Background: an optimization exercise with open tools, aiming at small area, a short achievable clock period and few clock cycles. Do not read the settings as production practice. Function was checked by simulation only, so behaviour that the tests miss may differ from the original. Power and IR drop assume default switching activity.

==> 02-17 <==
==> flow/design.v <==
`timescale 1ns / 1ps
module mips(
    input wire clk,
    input wire reset,
    input wire [31:0] i_inst_rdata,
    output wire [31:0] i_inst_addr,
    input wire [31:0] m_data_rdata,
    output wire [31:0] m_data_addr,
    output wire [31:0] m_data_wdata,
    output wire [3:0] m_data_byteen,
    output wire [31:0] m_inst_addr,
    output wire w_grf_we,
    output wire [4:0] w_grf_addr,
    output wire [31:0] w_grf_wdata,
    output wire [31:0] w_inst_addr
    );
    reg  [29:0] pcF;
    reg         vD;
    reg  [31:0] irD;
    reg  [29:0] pcD;
    reg  [4:0]  dstE;
    reg         ldE, stE;
    reg  [1:0]  szE;         
    reg         lsuE;        
    reg  [31:0] aE, bE;
    reg         fwdAE, fwdBE;
    reg  [15:0] immE;
    reg         useImmE;
    reg  [1:0]  extE;        
    reg  [29:0] pcE;
    reg         subE;
    reg  [2:0]  rselE;       
    reg  [1:0]  lopE;        
    reg         shLeftE, shArithE, shVarE;
    reg         brE, jrE;
    reg  [2:0]  bcE;         
    reg         mdStE, mdDivE, mdSgnE, mthiE, mtloE;
    reg  [31:0] resM;
    reg  [4:0]  dstM;
    reg         ldM;
    reg  [1:0]  szM;
    reg         lsuM;
    reg  [3:0]  beM;
    reg  [31:0] wdM;
    reg  [29:0] pcM;
    reg  [31:0] resW;
    reg  [4:0]  dstW;
    reg  [29:0] pcW;
    reg  [31:0] grf [1:31];
    reg  [31:1] gv;
    reg  [31:0] HI, LO, MDr;
    reg  [1:0]  accx;
    reg         sMul, sDiv, sNegLO, sNegHI, post;
    reg         msgn, nneg, dneg, xb, qx, mlast, mneg;
    reg  [4:0]  cnt;
    assign i_inst_addr = {pcF, 2'b00};
    wire [5:0] op = irD[31:26];
    wire [5:0] fn = irD[5:0];
    wire [4:0] rs = irD[25:21];
    wire [4:0] rt = irD[20:16];
    wire [4:0] rd = irD[15:11];
    wire rtype   = (op == 6'b000000);
    wire d_ralu  = rtype & fn[5];                     
    wire d_sh    = rtype & (fn[5:3] == 3'b000);       
    wire d_jr    = rtype & (fn[5:1] == 5'b00100);     
    wire d_jalr  = d_jr & fn[0];
    wire d_mfmt  = rtype & (fn[5:2] == 4'b0100);
    wire d_mf    = d_mfmt & ~fn[0];
    wire d_mt    = d_mfmt & fn[0];
    wire d_md    = rtype & (fn[5:2] == 4'b0110);
    wire d_regimm= (op == 6'b000001);
    wire d_br    = d_regimm | (op[5:2] == 4'b0001);
    wire d_j     = (op[5:1] == 5'b00001);
    wire d_jal   = (op == 6'b000011);
    wire d_ialu  = (op[5:3] == 3'b001);
    wire d_ld    = (op[5:3] == 3'b100);
    wire d_st    = (op[5:3] == 3'b101);
    wire [4:0] d_dst = (d_ralu | d_sh | d_jalr | d_mf) ? rd :
                       (d_ialu | d_ld) ? rt :
                       d_jal ? 5'd31 : 5'd0;
    wire d_use_rs = ~(d_j | d_mf | (d_sh & ~fn[2]));
    wire d_use_rt = rtype | (op[5:1] == 5'b00010) | d_st;
    wire ld_haz = ldE & (((dstE == rs) & d_use_rs) | ((dstE == rt) & d_use_rt));
    wire md_last;
    wire md_haz = (d_md | d_mfmt) & (mdStE | (busy & ~md_last));
    wire stall  = vD & (ld_haz | md_haz);
    wire go     = vD & ~stall;
    wire [31:0] r1 = (rs != 5'd0 && gv[rs]) ? grf[rs] : 32'b0;
    wire [31:0] r2 = (rt != 5'd0 && gv[rt]) ? grf[rt] : 32'b0;
    wire [31:0] ldval;
    wire [31:0] valM = ldM ? ldval : resM;
    reg weE, weM, weW;
    wire fa_e = weE & (dstE == rs);
    wire fb_e = weE & (dstE == rt);
    wire [31:0] fa = (weM & (dstM == rs)) ? valM : (weW & (dstW == rs)) ? resW : r1;
    wire [31:0] fb = (weM & (dstM == rt)) ? valM : (weW & (dstW == rt)) ? resW : r2;
    wire [31:0] A  = fwdAE ? resM : aE;
    wire [31:0] Bv = fwdBE ? resM : bE;
    wire [31:0] immx = (extE == 2'd2) ? {immE, 16'b0} :
                       (extE == 2'd1) ? {16'b0, immE} : {{16{immE[15]}}, immE};
    wire [31:0] B  = useImmE ? immx : Bv;
    wire [32:0] sum = {1'b0, A} + {1'b0, subE ? ~B : B} + {32'b0, subE};
    wire lt  = (A[31] ^ B[31]) ? A[31] : sum[31];
    wire ltu = ~sum[32];
    reg  [31:0] lg;
    always @(*) begin
        case (lopE)
            2'd0: lg = A & B;
            2'd1: lg = A | B;
            2'd2: lg = A ^ B;
            default: lg = ~(A | B);
        endcase
    end
    wire [4:0]  sa = shVarE ? A[4:0] : immE[10:6];
    wire [31:0] Brev;
    genvar gi;
    generate for (gi = 0; gi < 32; gi = gi + 1) begin : g_rev
        assign Brev[gi] = B[31-gi];
    end endgenerate
    wire [31:0] shin = shLeftE ? Brev : B;
    wire [32:0] shx  = {shArithE & B[31], shin};
    wire [32:0] shr  = $signed(shx) >>> sa;
    wire [31:0] shres;
    generate for (gi = 0; gi < 32; gi = gi + 1) begin : g_rev2
        assign shres[gi] = shLeftE ? shr[31-gi] : shr[gi];
    end endgenerate
    wire [29:0] tgt = pcE + {{14{immE[15]}}, immE} + 30'd1;
    reg [31:0] resE;
    always @(*) begin
        case (rselE)
            3'd0: resE = sum[31:0];
            3'd1: resE = {31'b0, lt};
            3'd2: resE = {31'b0, ltu};
            3'd3: resE = lg;
            3'd4: resE = shres;
            3'd5: resE = {tgt, 2'b00};
            3'd6: resE = HI;
            default: resE = LO;
        endcase
    end
    wire eq   = (A == Bv);
    wire zA   = (A == 32'b0);
    reg  cond;
    always @(*) begin
        case (bcE)
            3'd0: cond = eq;
            3'd1: cond = ~eq;
            3'd2: cond = A[31] | zA;
            3'd3: cond = ~A[31] & ~zA;
            3'd4: cond = A[31];
            default: cond = ~A[31];
        endcase
    end
    wire taken = (brE & cond) | jrE;
    wire [29:0] rtgt = jrE ? A[31:2] : tgt;
    wire [1:0] ea = sum[1:0];
    wire [3:0] be_e = ~stE ? 4'b0000 :
                      (szE == 2'd2) ? 4'b1111 :
                      (szE == 2'd1) ? (ea[1] ? 4'b1100 : 4'b0011) :
                      (4'b0001 << ea);
    wire [31:0] wd_e = (szE == 2'd0) ? {4{Bv[7:0]}} :
                       (szE == 2'd1) ? {2{Bv[15:0]}} : Bv;
    assign m_data_addr   = resM;
    assign m_data_wdata  = wdM;
    assign m_data_byteen = beM;
    assign m_inst_addr   = {pcM, 2'b00};
    wire [7:0]  lbyte = resM[1] ? (resM[0] ? m_data_rdata[31:24] : m_data_rdata[23:16])
                                : (resM[0] ? m_data_rdata[15:8]  : m_data_rdata[7:0]);
    wire [15:0] lhalf = resM[1] ? m_data_rdata[31:16] : m_data_rdata[15:0];
    assign ldval = (szM == 2'd2) ? m_data_rdata :
                   (szM == 2'd1) ? {{16{~lsuM & lhalf[15]}}, lhalf} :
                                   {{24{~lsuM & lbyte[7]}}, lbyte};
    assign w_grf_we    = weW;
    assign w_grf_addr  = dstW;
    assign w_grf_wdata = resW;
    assign w_inst_addr = {pcW, 2'b00};
    wire busy = sMul | sDiv | sNegLO | sNegHI;
    wire [35:0] mext = {{4{xb}}, MDr};
    wire dz    = (MDr == 32'b0);
    wire needQ = (nneg ^ dneg) & ~dz;
    wire skipM = sMul & (LO[7:0] == 8'b0) & (cnt <= 5'd12);
    wire skipD = sDiv & (HI == 32'b0) & (LO[31:24] == 8'b0) & ~dz & (cnt <= 5'd24);
    wire mdone = sMul & (mlast | (skipM & (cnt == 5'd12)));
    wire ddone = sDiv & (skipD ? (cnt == 5'd24) : (cnt == 5'd31));
    wire qa    = (sMul & LO[0]) | sDiv;
    wire ra    = sMul & LO[1];
    wire [35:0] P = ({36{sMul}}   & {{2{accx[1]}}, accx, HI}) |
                    ({36{sDiv}}   & {3'b0, HI, LO[31]}) |
                    ({36{sNegLO}} & ~{4'b0, LO}) |
                    ({36{sNegHI}} & ~{4'b0, HI});
    wire qxe   = qx & sDiv;
    wire [35:0] Q = (mext & {36{qa}}) ^ {36{qxe}};
    wire [35:0] R = ({mext[34:0], 1'b0} & {36{ra}}) ^ {36{ra & mneg}};
    wire cin = qxe | sNegLO | sNegHI | (ra & mneg);
    wire [35:0] S = P + Q + R + {35'b0, cin};
    wire ge = ~S[35];
    assign md_last = mdone | (ddone & ~needQ & ~nneg) | (sNegLO & post & ~nneg) | sNegHI;
    wire mswap = (A[31:24] == 8'b0) & (Bv[31:24] != 8'b0);
    always @(posedge clk) begin
        if (reset) begin
            HI <= 32'b0; LO <= 32'b0;
            sMul <= 1'b0; sDiv <= 1'b0; sNegLO <= 1'b0; sNegHI <= 1'b0;
        end else begin
            if (sMul) begin
                if (skipM) begin
                    HI <= {{6{accx[1]}}, accx, HI[31:8]};
                    LO <= {HI[7:0], LO[31:8]};
                end else begin
                    HI <= S[33:2];
                    LO <= {S[1:0], LO[31:2]};
                end
                if (mdone) sMul <= 1'b0;
            end
            if (sDiv) begin
                if (skipD) begin
                    LO <= {LO[23:0], 8'b0};
                end else begin
                    HI <= ge ? S[31:0] : {HI[30:0], LO[31]};
                    LO <= {LO[30:0], ge};
                end
                if (ddone) begin
                    sDiv <= 1'b0;
                    if (needQ) sNegLO <= 1'b1;
                    else if (nneg) sNegHI <= 1'b1;
                end
            end
            if (sNegLO) begin
                LO <= S[31:0];
                sNegLO <= 1'b0;
                if (!post) sDiv <= 1'b1;
                else if (nneg) sNegHI <= 1'b1;
            end
            if (sNegHI) begin
                HI <= S[31:0];
                sNegHI <= 1'b0;
            end
            if (!busy) begin
                if (mdStE) begin
                    HI <= 32'b0;
                    if (mdDivE) begin
                        LO <= A;
                        if (mdSgnE & A[31]) sNegLO <= 1'b1;
                        else sDiv <= 1'b1;
                    end else begin
                        LO <= mswap ? A : Bv;
                        sMul <= 1'b1;
                    end
                end else if (mthiE) begin
                    HI <= A;
                end else if (mtloE) begin
                    LO <= A;
                end
            end
        end
    end
    always @(posedge clk) begin
        if (!busy) begin
            cnt   <= 5'd0;
            accx  <= 2'b00;
            mlast <= 1'b0;
            mneg  <= 1'b0;
            post  <= 1'b0;
            if (mdStE) begin
                msgn <= mdSgnE;
                nneg <= mdSgnE & A[31];
                dneg <= mdSgnE & Bv[31];
                if (mdDivE) begin
                    MDr <= Bv;
                    xb  <= mdSgnE & Bv[31];
                    qx  <= ~(mdSgnE & Bv[31]);
                end else begin
                    MDr <= mswap ? Bv : A;
                    xb  <= mdSgnE & (mswap ? Bv[31] : A[31]);
                    qx  <= 1'b0;
                end
            end
        end else begin
            if (sMul) begin
                cnt   <= cnt + (skipM ? 5'd4 : 5'd1);
                accx  <= skipM ? {2{accx[1]}} : S[35:34];
                mlast <= ~mdone & (skipM ? (cnt == 5'd11) : (cnt == 5'd14));
                mneg  <= ~mdone & msgn & (skipM ? (cnt == 5'd11) : (cnt == 5'd14));
            end
            if (sDiv) begin
                cnt <= cnt + (skipD ? 5'd8 : 5'd1);
                if (ddone) begin post <= 1'b1; qx <= 1'b0; end
            end
        end
    end
    wire [29:0] jtgt = {pcF[29:26], irD[25:0]};
    always @(posedge clk) begin
        if (reset) begin
            pcF <= 30'h0000_0c00;
            vD  <= 1'b0;
        end else begin
            if (taken) pcF <= rtgt;
            else if (!stall) pcF <= (vD & d_j) ? jtgt : pcF + 30'd1;
            if (!stall) vD <= ~taken;
        end
        if (!stall) begin
            irD <= i_inst_rdata;
            pcD <= pcF;
        end
    end
    always @(posedge clk) begin
        if (reset | ~go) begin
            dstE <= 5'd0; weE <= 1'b0; ldE <= 1'b0; stE <= 1'b0; brE <= 1'b0; jrE <= 1'b0;
            mdStE <= 1'b0; mthiE <= 1'b0; mtloE <= 1'b0;
        end else begin
            dstE  <= d_dst;
            weE   <= (d_dst != 5'd0);
            ldE   <= d_ld;
            stE   <= d_st;
            brE   <= d_br;
            jrE   <= d_jr;
            mdStE <= d_md;
            mthiE <= d_mt & ~fn[1];
            mtloE <= d_mt & fn[1];
        end
        aE      <= fa;
        bE      <= fb;
        fwdAE   <= fa_e;
        fwdBE   <= fb_e;
        immE    <= (d_jal | d_jalr) ? 16'd1 : irD[15:0];
        pcE     <= pcD;
        useImmE <= ~rtype;
        extE    <= (op == 6'b001111) ? 2'd2 : (op[5:2] == 4'b0011) ? 2'd1 : 2'd0;
        szE     <= (op[1:0] == 2'b11) ? 2'd2 : {1'b0, op[0]};
        lsuE    <= op[2];
        subE    <= rtype ? fn[1] : (op[5:1] == 5'b00101);
        rselE   <= (d_jal | d_jalr) ? 3'd5 :
                   d_mf ? (fn[1] ? 3'd7 : 3'd6) :
                   d_sh ? 3'd4 :
                   (rtype ? (fn[3:1] == 3'b101) : (op[5:1] == 5'b00101)) ? ((rtype ? fn[0] : op[0]) ? 3'd2 : 3'd1) :
                   ((rtype & fn[2]) | (~rtype & op[5:2] == 4'b0011)) ? 3'd3 : 3'd0;
        lopE    <= rtype ? fn[1:0] : ((op[1:0] == 2'b11) ? 2'd1 : op[1:0]);
        shLeftE <= ~fn[1];
        shArithE<= fn[0];
        shVarE  <= fn[2];
        bcE     <= d_regimm ? (rt[0] ? 3'd5 : 3'd4) : {1'b0, op[1:0]};
        mdDivE  <= fn[1];
        mdSgnE  <= ~fn[0];
    end
    always @(posedge clk) begin
        if (reset) begin
            dstM <= 5'd0; weM <= 1'b0; ldM <= 1'b0; beM <= 4'b0;
        end else begin
            dstM <= dstE;
            weM  <= weE;
            ldM  <= ldE;
            beM  <= be_e;
        end
        resM <= resE;
        szM  <= szE;
        lsuM <= lsuE;
        wdM  <= wd_e;
        pcM  <= pcE;
    end
    always @(posedge clk) begin
        if (reset) begin dstW <= 5'd0; weW <= 1'b0; end
        else begin dstW <= dstM; weW <= weM; end
        resW <= valM;
        pcW  <= pcM;
    end
    integer k;
    always @(posedge clk) begin
        for (k = 1; k < 32; k = k + 1)
            if (weW && dstW == k) grf[k] <= resW;
    end
    always @(posedge clk) begin
        if (reset) gv <= 31'b0;
        else if (weW) gv[dstW] <= 1'b1;
    end
endmodule
==> flow/run.sh <==
#!/bin/bash
# synth_recipe.tcl (not shown) runs the flow's synth.tcl, then flattens the netlist and writes it again
# the make line also repeats each setting of config.mk as NAME=value (left out here)
make -C /OpenROAD-flow-scripts/flow DESIGN_CONFIG=/design/flow/config.mk WORK_HOME=/design/flow/orfs CLKGATE_MAP_FILE= SYNTH_SCRIPT=/design/flow/synth_recipe.tcl finish
==> flow/config.mk <==
export PLATFORM = sky130hd
export DESIGN_NAME = mips
export DESIGN_NICKNAME = mips
export VERILOG_FILES = /design/flow/design.v
export SDC_FILE = /design/flow/constraint.sdc
export NUM_CORES = 4
export LEC_CHECK = 0
export CAP_MARGIN = 20
export CORE_MARGIN = 2
export CORE_UTILIZATION = 40
export SLEW_MARGIN = 20
==> flow/constraint.sdc <==
create_clock -name core_clock -period 15.0 [get_ports {clk}]
set_input_delay 3.0000 -clock core_clock [delete_from_list [all_inputs] [get_ports {clk}]]
set_output_delay 3.0000 -clock core_clock [all_outputs]
set_load 0.01 [all_outputs]
==> 09-23 (differences from 02-17) <==
--- a/flow/design.v
+++ b/flow/design.v
@@ -92,8 +92,8 @@
     reg weE, weM, weW;
     wire fa_e = weE & (dstE == rs);
     wire fb_e = weE & (dstE == rt);
-    wire [31:0] fa = (weM & (dstM == rs)) ? valM : (weW & (dstW == rs)) ? resW : r1;
-    wire [31:0] fb = (weM & (dstM == rt)) ? valM : (weW & (dstW == rt)) ? resW : r2;
+    wire [31:0] fa = (weM & (dstM == rs)) ? valM : r1;
+    wire [31:0] fb = (weM & (dstM == rt)) ? valM : r2;
     wire [31:0] A  = fwdAE ? resM : aE;
     wire [31:0] Bv = fwdBE ? resM : bE;
     wire [31:0] immx = (extE == 2'd2) ? {immE, 16'b0} :
@@ -179,7 +179,13 @@
     wire dz    = (MDr == 32'b0);
     wire needQ = (nneg ^ dneg) & ~dz;
     wire skipM = sMul & (LO[7:0] == 8'b0) & (cnt <= 5'd12);
-    wire skipD = sDiv & (HI == 32'b0) & (LO[31:24] == 8'b0) & ~dz & (cnt <= 5'd24);
+    wire lg8   = dneg ? ~&MDr[31:8]  : |MDr[31:8];
+    wire lg16  = dneg ? ~&MDr[31:16] : |MDr[31:16];
+    wire lg24  = dneg ? ~&MDr[31:24] : |MDr[31:24];
+    wire skipD = sDiv & ~dz & (cnt <= 5'd24) &
+                 (((HI == 32'b0) & ((LO[31:24] == 8'b0) | lg8)) |
+                  ((HI[31:8] == 24'b0) & lg16) |
+                  ((HI[31:16] == 16'b0) & lg24));
     wire mdone = sMul & (mlast | (skipM & (cnt == 5'd12)));
     wire ddone = sDiv & (skipD ? (cnt == 5'd24) : (cnt == 5'd31));
     wire qa    = (sMul & LO[0]) | sDiv;
@@ -213,6 +219,7 @@
             end
             if (sDiv) begin
                 if (skipD) begin
+                    HI <= {HI[23:0], LO[31:24]};
                     LO <= {LO[23:0], 8'b0};
                 end else begin
                     HI <= ge ? S[31:0] : {HI[30:0], LO[31]};
@@ -365,10 +372,10 @@
     integer k;
     always @(posedge clk) begin
         for (k = 1; k < 32; k = k + 1)
-            if (weW && dstW == k) grf[k] <= resW;
+            if (weM && dstM == k) grf[k] <= valM;
     end
     always @(posedge clk) begin
         if (reset) gv <= 31'b0;
-        else if (weW) gv[dstW] <= 1'b1;
+        else if (weM) gv[dstM] <= 1'b1;
     end
 endmodule
==> flow/flow/run.sh (new file) <==
#!/bin/bash
# Layout flow: the standard flow (standard.sh) step by step. Synthesis, floorplan and
# placement are run unchanged; clock tree synthesis and routing then run with
# SETUP_SLACK_MARGIN, so that ORFS's repair_timing keeps sizing and buffering the slowest
# paths until they have that much slack at the design's own clock period and constraints.
set -euo pipefail
MARGIN=10.4
bash standard.sh synth > flow_synth.log 2>&1
bash standard.sh floorplan place > flow_place.log 2>&1
bash standard.sh SETUP_SLACK_MARGIN=$MARGIN cts > flow_cts.log 2>&1
bash standard.sh SETUP_SLACK_MARGIN=$MARGIN finish > flow_finish.log 2>&1
==> flow/standard.sh (new file) <==
#!/bin/bash
# synth_recipe.tcl (not shown) runs the flow's synth.tcl, then flattens the netlist and writes it again
# the make line also repeats each setting of config.mk as NAME=value (left out here)
make -C /OpenROAD-flow-scripts/flow DESIGN_CONFIG=/design/flow/config.mk WORK_HOME=/design/flow/orfs CLKGATE_MAP_FILE= SYNTH_SCRIPT=/design/flow/synth_recipe.tcl "${@:-finish}"
--- a/flow/config.mk
+++ b/flow/config.mk
@@ -7,5 +7,7 @@
 export LEC_CHECK = 0
 export CAP_MARGIN = 20
 export CORE_MARGIN = 2
-export CORE_UTILIZATION = 40
+export CORE_UTILIZATION = 45
+export CTS_CLUSTER_DIAMETER = 100
+export CTS_CLUSTER_SIZE = 20
 export SLEW_MARGIN = 20
removed: flow/run.sh
==> 10-18 (differences from 02-17) <==
--- a/flow/design.v
+++ b/flow/design.v
@@ -92,8 +92,8 @@
     reg weE, weM, weW;
     wire fa_e = weE & (dstE == rs);
     wire fb_e = weE & (dstE == rt);
-    wire [31:0] fa = (weM & (dstM == rs)) ? valM : (weW & (dstW == rs)) ? resW : r1;
-    wire [31:0] fb = (weM & (dstM == rt)) ? valM : (weW & (dstW == rt)) ? resW : r2;
+    wire [31:0] fa = (weM & (dstM == rs)) ? valM : r1;
+    wire [31:0] fb = (weM & (dstM == rt)) ? valM : r2;
     wire [31:0] A  = fwdAE ? resM : aE;
     wire [31:0] Bv = fwdBE ? resM : bE;
     wire [31:0] immx = (extE == 2'd2) ? {immE, 16'b0} :
@@ -179,7 +179,13 @@
     wire dz    = (MDr == 32'b0);
     wire needQ = (nneg ^ dneg) & ~dz;
     wire skipM = sMul & (LO[7:0] == 8'b0) & (cnt <= 5'd12);
-    wire skipD = sDiv & (HI == 32'b0) & (LO[31:24] == 8'b0) & ~dz & (cnt <= 5'd24);
+    wire lg8   = dneg ? ~&MDr[31:8]  : |MDr[31:8];
+    wire lg16  = dneg ? ~&MDr[31:16] : |MDr[31:16];
+    wire lg24  = dneg ? ~&MDr[31:24] : |MDr[31:24];
+    wire skipD = sDiv & ~dz & (cnt <= 5'd24) &
+                 (((HI == 32'b0) & ((LO[31:24] == 8'b0) | lg8)) |
+                  ((HI[31:8] == 24'b0) & lg16) |
+                  ((HI[31:16] == 16'b0) & lg24));
     wire mdone = sMul & (mlast | (skipM & (cnt == 5'd12)));
     wire ddone = sDiv & (skipD ? (cnt == 5'd24) : (cnt == 5'd31));
     wire qa    = (sMul & LO[0]) | sDiv;
@@ -213,6 +219,7 @@
             end
             if (sDiv) begin
                 if (skipD) begin
+                    HI <= {HI[23:0], LO[31:24]};
                     LO <= {LO[23:0], 8'b0};
                 end else begin
                     HI <= ge ? S[31:0] : {HI[30:0], LO[31]};
@@ -365,10 +372,10 @@
     integer k;
     always @(posedge clk) begin
         for (k = 1; k < 32; k = k + 1)
-            if (weW && dstW == k) grf[k] <= resW;
+            if (weM && dstM == k) grf[k] <= valM;
     end
     always @(posedge clk) begin
         if (reset) gv <= 31'b0;
-        else if (weW) gv[dstW] <= 1'b1;
+        else if (weM) gv[dstM] <= 1'b1;
     end
 endmodule
==> flow/flow/run.sh (new file) <==
#!/bin/bash
# Layout flow: the standard flow (standard.sh) step by step. Synthesis, floorplan and
# placement are run unchanged; clock tree synthesis and routing then run with
# SETUP_SLACK_MARGIN, so that ORFS's repair_timing keeps sizing and buffering the slowest
# paths until they have that much slack at the design's own clock period and constraints.
set -euo pipefail
MARGIN=10.3
bash standard.sh synth > flow_synth.log 2>&1
bash standard.sh floorplan place > flow_place.log 2>&1
bash standard.sh SETUP_SLACK_MARGIN=$MARGIN cts > flow_cts.log 2>&1
bash standard.sh SETUP_SLACK_MARGIN=$MARGIN finish > flow_finish.log 2>&1
==> flow/standard.sh (new file) <==
#!/bin/bash
# synth_recipe.tcl (not shown) runs the flow's synth.tcl, then flattens the netlist and writes it again
# the make line also repeats each setting of config.mk as NAME=value (left out here)
make -C /OpenROAD-flow-scripts/flow DESIGN_CONFIG=/design/flow/config.mk WORK_HOME=/design/flow/orfs CLKGATE_MAP_FILE= SYNTH_SCRIPT=/design/flow/synth_recipe.tcl "${@:-finish}"
--- a/flow/config.mk
+++ b/flow/config.mk
@@ -7,5 +7,7 @@
 export LEC_CHECK = 0
 export CAP_MARGIN = 20
 export CORE_MARGIN = 2
-export CORE_UTILIZATION = 40
+export CORE_UTILIZATION = 45
+export CTS_CLUSTER_DIAMETER = 100
+export CTS_CLUSTER_SIZE = 25
 export SLEW_MARGIN = 20
removed: flow/run.sh
==> comparison table <==
| item | 02-17 | 09-23 | 10-18 |
|---|---|---|---|
| Result of the run | timing/DRC/antenna clean | timing/DRC/antenna clean | timing/DRC/antenna clean |
| Routed wire length on met3 | 74.3 mm | 65.6 mm | 65.9 mm |
| HPWL reported at the end of detailed placement | 288 mm | 276 mm | 276 mm |
| Power in sequential cells | 4930 µW | 4850 µW | 4850 µW |
| Total number of vias | 79,000 | 78,500 | 78,400 |
| Finished layout cell area | 94,800 µm² | 95,000 µm² | 94,300 µm² |
| Register area share after synthesis | 50.9% | 51.2% | 51.2% |
| Number of non-clock inverters | 277 | 286 | 285 |
| Crit path capture | HI[31] | HI[14] | HI[21] |
| DR iter-0 viols | 15,400 | 14,900 | 15,600 |
| Clock transition at the registers of the reported paths | 0.06 ns | 0.10 ns | 0.10 ns |
| Largest net degree at the start of global routing | 102 | 80 | 80 |
| Min cycle time layout | 6.77 ns | 4.82 ns | 4.87 ns |
| Hold Slack | 0.329 ns | 0.338 ns | 0.348 ns |
| Part of the total power dissipated in combinational logic | 13.9% | 15.5% | 15.9% |
| Wire length of the first global-routing pass | 609 mm | 595 mm | 590 mm |
Testbench counts of 02-17, summed over its fixed seeds: cycles 78,624.
Testbench counts of 09-23, summed over its fixed seeds: cycles 76,896.
Testbench counts of 10-18, summed over its fixed seeds: cycles 76,896.

-- afterwards: timing with drivers on the ports --
Ports are ideal in the flow. The routed layouts listed here were re-timed in OpenROAD.
Step 1 (the two cells are an assumption about what drives the block):
set clk [get_ports {clk}]
set_driving_cell -lib_cell sky130_fd_sc_hd__clkbuf_16 $clk
set_driving_cell -lib_cell sky130_fd_sc_hd__buf_2 [delete_from_list [all_inputs] $clk]
Step 2 times the ports against the registers' clock, not the clock port: input delays grow and output delays shrink by t, the midpoint of the rising clock arrivals with the driver on.
Slacks: ideal / step 1 / step 2; pairs: ideal / step 1.
run | t, ns | slack for setup (ns) | worst setup path at the end | clock arrival spread, ns
02-17 | 0.950 | 8.226 / 8.226 / 8.226 | register to register | 0.071 / 0.071
09-23 | 0.904 | 10.179 / 10.179 / 9.496 | input to register | 0.082 / 0.082
10-18 | 0.895 | 10.131 / 10.131 / 9.426 | input to register | 0.053 / 0.054
After both steps every run listed still meets setup and hold. For 10-18, which loses most, drivers alone change the setup slack by 0.000 ns; drivers and shift together by -0.705 ns.
